From an optimization exercise on the open Yosys and OpenROAD flow, aimed at small area, a short achievable clock period and few clock cycles; shortcuts taken in it are not production practice.
At most, simulation tests tie the RTL to the original design; equivalence was not proved.
Power figures rest on the tool's default switching activity, not on a simulated workload.

// MU0
module MU0 ( Addr, Dout, Halted, Rd, Wr, cc, fetch, regC, Clk, Din,
     Reset, srcC );
==> module MU0, before the edit <==
module MU0 ( Addr, Dout, Halted, Rd, Wr, cc, fetch, regC, Clk, Din,
     Reset, srcC );
output  Halted, Rd, Wr, fetch;
input  Clk, Reset;
output [11:0]  Addr;
output [1:0]  cc;
output [15:0]  Dout;
output [15:0]  regC;
input [15:0]  Din;
input [1:0]  srcC;
reg  [15:0] acc;
reg  [11:0] pc;      
reg  [11:0] sa;      
reg  [1:0]  op;      
reg         st;      
reg         hlt;     
wire        N = acc[15];
wire        Z = ~|acc;
wire        fc   = ~st & ~hlt;                   
wire [2:0]  f    = Din[14:12];
wire        stp  = &f;
wire        take = f[2] & ~f[0] & (~f[1] | ~Z) |    
               f[2] & ~f[1] & f[0] & ~N;            
wire        is_sta = ~op[1] & op[0];
wire [11:0] pc_n = pc + {11'd0, fc};
wire        en = st & ~is_sta;
wire [15:0] alu;
add16 u_add (.s(alu), .a(acc & {16{op[1] | ~en}}),
             .b((Din ^ {16{op[0]}}) & {16{en}}), .cin(op[0] & en));
always @(posedge Clk or posedge Reset)
  if (Reset) begin
    acc <= 16'd0;
    pc  <= 12'd0;
    st  <= 1'b0;
    hlt <= 1'b0;
  end else begin
    st  <= fc & ~f[2];
    hlt <= hlt | fc & stp;
    acc <= alu;
    pc  <= fc & take ? Din[11:0] : pc_n;
  end
always @(posedge Clk) begin
  sa <= Din[11:0];
  op <= Din[13:12];
end
assign Addr   = st ? sa : pc;
assign Dout   = acc;
assign Rd     = ~Reset & ~hlt & ~(st & is_sta);
assign fetch  = ~Reset & fc;
assign Wr     = st & is_sta;
assign Halted = hlt | ~Reset & fc & stp;
assign cc     = {N, Z};
assign regC   = srcC[1] ? {14'd0, N, Z} :
                srcC[0] ? {4'd0, pc_n} : acc;
endmodule
==> flow/config.mk <==
export PLATFORM = sky130hd
export DESIGN_NAME = MU0
export DESIGN_NICKNAME = MU0
export VERILOG_FILES = /design/flow/design.v
export SDC_FILE = /design/flow/constraint.sdc
export NUM_CORES = 4
export LEC_CHECK = 0
export CAP_MARGIN = 20
export CORE_MARGIN = 2
export CORE_UTILIZATION = 70
export SLEW_MARGIN = 20
==> flow/constraint.sdc <==
create_clock -name core_clock -period 10.0 [get_ports {Clk}]
set_input_delay 2.0000 -clock core_clock [delete_from_list [all_inputs] [get_ports {Clk}]]
set_output_delay 2.0000 -clock core_clock [all_outputs]
set_load 0.01 [all_outputs]
standard.sh (not shown) runs the stock make flow with config.mk's settings and CLKGATE_MAP_FILE= SYNTH_SCRIPT=/design/flow/synth_recipe.tcl, a recipe that flattens the netlist after the stock synthesis.
==> flow/flow/run.sh <==
#!/bin/bash
set -euo pipefail
bash standard.sh "SETUP_SLACK_MARGIN=5" "BUFFER_PORTS_ARGS=-buffer_cell sky130_fd_sc_hd__buf_1" finish > standard.log 2>&1
Testbench counts at the start, summed over its fixed seeds: cycles 63,547.
Change:
--- a/flow/design.v
+++ b/flow/design.v
@@ -95,24 +95,25 @@
                f[2] & ~f[1] & f[0] & ~N;            
 wire        is_sta = ~op[1] & op[0];
 wire [11:0] pc_n = pc + {11'd0, fc};
 wire        en = st & ~is_sta;
+wire        ka = ~Reset & (op[1] | ~en);    
+wire        kb = ~Reset & en;               
 wire [15:0] alu;
-add16 u_add (.s(alu), .a(acc & {16{op[1] | ~en}}),
-             .b((Din ^ {16{op[0]}}) & {16{en}}), .cin(op[0] & en));
+add16 u_add (.s(alu), .a(acc & {16{ka}}),
+             .b((Din ^ {16{op[0]}}) & {16{kb}}), .cin(op[0] & kb));
 always @(posedge Clk or posedge Reset)
   if (Reset) begin
-    acc <= 16'd0;
     pc  <= 12'd0;
     st  <= 1'b0;
     hlt <= 1'b0;
   end else begin
     st  <= fc & ~f[2];
     hlt <= hlt | fc & stp;
-    acc <= alu;
     pc  <= fc & take ? Din[11:0] : pc_n;
   end
 always @(posedge Clk) begin
+  acc <= alu;
   sa <= Din[11:0];
   op <= Din[13:12];
 end
 assign Addr   = st ? sa : pc;
Effect:
- The changed run completed with no timing, DRC or antenna violations
- global-route usage increases by 1.2 points
- design area decreases by 2.0%
- final cell count decreases by 1.5%
- clock power increases by about 10%
- flip-flop and latch count does not change
- wire length decreases by 0.48%
- total power decreases by 30%
- core utilization increases by 3.9 points
- die area decreases by 3.1%
For the second run of this note, only the layout was checked, not whether the RTL still works.

---

## v3
Another version of the RTL of MU0 (not shown whole).
Size: roughly 290 cells after synthesis, about 45 flip-flops, ~70 I/O pins, about 2700 µm² of cells after synthesis.
==> module MU0, before the edit <==
module MU0 ( Addr, Dout, Halted, Rd, Wr, cc, fetch, regC, Clk, Din,
     Reset, srcC );
output  Halted, Rd, Wr, fetch;
input  Clk, Reset;
output [11:0]  Addr;
output [1:0]  cc;
output [15:0]  Dout;
output [15:0]  regC;
input [15:0]  Din;
input [1:0]  srcC;
reg  [15:0] acc;
reg  [11:0] pc;      
reg  [11:0] sa;      
reg  [1:0]  op;      
reg         st;      
reg         hlt;     
reg         rq;      
wire        N = acc[15];
wire        Z = ~|acc;
wire        fc   = ~st & ~hlt;                   
wire [2:0]  f    = Din[14:12];
wire        stp  = &f;
wire        take = f[2] & ~f[0] & (~f[1] | ~Z) |    
               f[2] & ~f[1] & f[0] & ~N;            
wire        is_sta = ~op[1] & op[0];
wire [11:0] pc_n = pc + {11'd0, fc};
wire        en = st & ~is_sta;
wire        ka = ~rq & (op[1] | ~en);       
wire        kb = en;                        
wire        b1 = kb & ~op[0], b0 = kb & op[0];
wire [15:0] bop;
genvar i;
generate for (i = 0; i < 16; i = i + 1) begin : bsel
  assign bop[i] = Din[i] ? b1 : b0;
end endgenerate
wire [15:0] alu;
add16 u_add (.s(alu), .a(acc & {16{ka}}),
             .b(bop), .cin(op[0] & kb));
always @(posedge Clk or posedge Reset)
  if (Reset) begin
    pc  <= 12'd0;
    st  <= 1'b0;
    hlt <= 1'b0;
  end else begin
    st  <= fc & ~f[2];
    hlt <= hlt | fc & stp;
    pc  <= fc & take ? Din[11:0] : pc_n;
  end
always @(posedge Clk or posedge Reset)
  if (Reset) rq <= 1'b1;
  else       rq <= 1'b0;
always @(posedge Clk) begin
  acc <= alu;
  sa <= Din[11:0];
  op <= Din[13:12];
end
assign Addr   = st ? sa : pc;
assign Dout   = acc;
assign Rd     = ~Reset & ~hlt & ~(st & is_sta);
assign fetch  = ~Reset & fc;
assign Wr     = st & is_sta;
assign Halted = hlt | ~Reset & fc & stp;
assign cc     = {N, Z};
assign regC   = srcC[1] ? {14'd0, N, Z} :
                srcC[0] ? {4'd0, pc_n} : acc;
endmodule
export LEC_CHECK = 0
export CAP_MARGIN = 20
export CORE_MARGIN = 2
export CORE_UTILIZATION = 70
export SLEW_MARGIN = 20
create_clock -name core_clock -period 10.0 [get_ports {Clk}]
==> flow/flow/run.sh <==
#!/bin/bash
# Standard ORFS layout in two parts. Between placement and clock tree
# synthesis, flow/size_io.tcl sizes the port buffers on the paths from the
# inputs straight to the outputs (srcC to regC, Reset and Din to the bus
# controls). Ports are buffered with buf_1 first; timing repair then aims
# at a 5 ns setup margin.
set -euo pipefail
K=("SETUP_SLACK_MARGIN=5.3" "BUFFER_PORTS_ARGS=-buffer_cell sky130_fd_sc_hd__buf_1" "CTS_ARGS=-sink_clustering_enable -repair_clock_nets -dont_use_dummy_load")
bash standard.sh "${K[@]}" place > standard_place.log 2>&1
openroad -no_init -exit flow/size_io.tcl > size_io.log 2>&1
bash standard.sh "${K[@]}" finish > standard_finish.log 2>&1
==> flow/flow/size_io.tcl <==
set ::sizes {regC* sky130_fd_sc_hd__buf_2 Halted sky130_fd_sc_hd__buf_2 Rd sky130_fd_sc_hd__buf_2 fetch sky130_fd_sc_hd__buf_2 srcC* sky130_fd_sc_hd__buf_4}
# Resize the port buffers of the input-to-output paths in the placed design,
# then legalise the placement again.
set p $::env(FLOW_HOME)/platforms/$::env(FLOW_PLATFORM)
set r orfs/results/$::env(FLOW_PLATFORM)/MU0/base
read_lef $p/lef/sky130_fd_sc_hd.tlef
read_lef $p/lef/sky130_fd_sc_hd_merged.lef
read_liberty $p/lib/sky130_fd_sc_hd__tt_025C_1v80.lib
read_db $r/3_place.odb
read_sdc $r/3_place.sdc
source $p/setRC.tcl
estimate_parasitics -placement
report_checks -path_delay max -group_path_count 5 -format end
# the buffer on a port: the cell its net drives (input) or is driven by (output)
proc size_port {pattern cell} {
  set block [ord::get_db_block]
  foreach bt [$block getBTerms] {
    set name [$bt getName]
    if {![string match $pattern $name]} continue
    set want [expr {[$bt getIoType] eq "OUTPUT" ? "OUTPUT" : "INPUT"}]
    foreach it [[$bt getNet] getITerms] {
      if {[$it getIoType] ne $want} continue
      set inst [[$it getInst] getName]
      puts "$name: $inst [[[$it getInst] getMaster] getName] -> $cell"
      replace_cell [get_cells $inst] $cell
    }
  }
}
foreach {port cell} $::sizes { size_port $port $cell }
estimate_parasitics -placement
report_checks -path_delay max -group_path_count 5 -format end
report_checks -path_delay max
detailed_placement
check_placement -verbose
write_db $r/3_place.odb
Testbench counts of v3, summed over its fixed seeds: cycles 63,547.
What v32 does differently from v3 at the input level:
--- a/flow/design.v
+++ b/flow/design.v
@@ -85,9 +85,8 @@
 reg  [11:0] sa;      
 reg  [1:0]  op;      
 reg         st;      
 reg         hlt;     
-reg         rq;      
 wire        N = acc[15];
 wire        Z = ~|acc;
 wire        fc   = ~st & ~hlt;                   
 wire [2:0]  f    = Din[14:12];
@@ -96,19 +95,13 @@
                f[2] & ~f[1] & f[0] & ~N;            
 wire        is_sta = ~op[1] & op[0];
 wire [11:0] pc_n = pc + {11'd0, fc};
 wire        en = st & ~is_sta;
-wire        ka = ~rq & (op[1] | ~en);       
-wire        kb = en;                        
-wire        b1 = kb & ~op[0], b0 = kb & op[0];
-wire [15:0] bop;
-genvar i;
-generate for (i = 0; i < 16; i = i + 1) begin : bsel
-  assign bop[i] = Din[i] ? b1 : b0;
-end endgenerate
+wire        ka = ~Reset & (op[1] | ~en);    
+wire        kb = ~Reset & en;               
 wire [15:0] alu;
 add16 u_add (.s(alu), .a(acc & {16{ka}}),
-             .b(bop), .cin(op[0] & kb));
+             .b((Din ^ {16{op[0]}}) & {16{kb}}), .cin(op[0] & kb));
 always @(posedge Clk or posedge Reset)
   if (Reset) begin
     pc  <= 12'd0;
     st  <= 1'b0;
@@ -117,11 +110,8 @@
     st  <= fc & ~f[2];
     hlt <= hlt | fc & stp;
     pc  <= fc & take ? Din[11:0] : pc_n;
   end
-always @(posedge Clk or posedge Reset)
-  if (Reset) rq <= 1'b1;
-  else       rq <= 1'b0;
 always @(posedge Clk) begin
   acc <= alu;
   sa <= Din[11:0];
   op <= Din[13:12];
==> run notes <==
Result for v3 and v32: all clean
v3 → v32: via count fell by 76; flip-flop and latch count shows a reduction of 1; detailed-routed wire length on met3 picked up an extra 5.0%.
From v3 to v32 the numbers moved as follows: routability congestion estimate has increased; total power has decreased; worst setup slack now smaller.
Compared with v3, v32 ends up with a larger final cell area.
Largest net degree at the start of global routing came out exactly the same in v3 and v32.
Summary — met3 track utilization from global routing, v32 relative to v3: lower, by 3.3 points.
[v32 vs v3] number of global-route vias before repair: higher in v32
Area share of xor/xnor cells in the synthesized design, v3 and v32: higher on v32
The total length of routed wires of v32 exceeds that of v3 by 4.2%.
No functional check of the RTL was part of v32.

-- static timing again, ports no longer ideal --
The flow's constraints put no driver on any port. The routed layouts listed below were extracted and timed again, unchanged, in two steps.
Step 1 sets driving cells, clkbuf_16 on the clock port and buf_2 on the other inputs (assumed; they add their load-dependent delay and slew).
Step 2 adds t to the input delays and takes it off the output delays; t is the mean of the earliest and latest rising clock arrival at the registers after step 1. Input paths then give back, and output paths get back, about the clock's delay inside the block.
Three values: no drivers, after step 1, after step 2; two values: the first two.
| run | shift t [ns] | slack for setup (ns) | worst slew at a driven data input, ns |
|---|---|---|---|
| the first run of note 1 | 0.326 | 5.176 / 5.148 / 5.148 | 0.04 |
| the second run of note 1 | 0.323 | 5.049 / 5.002 / 4.979 | 0.04 |
| v3 | 0.324 | 5.383 / 5.310 / 5.233 | 0.07 |
| v32 | 0.319 | 5.334 / 5.267 / 5.126 | 0.06 |
After both steps setup and hold are still met in every run listed. For v32, which loses most, drivers alone change the setup slack by -0.067 ns; drivers and shift together by -0.208 ns.
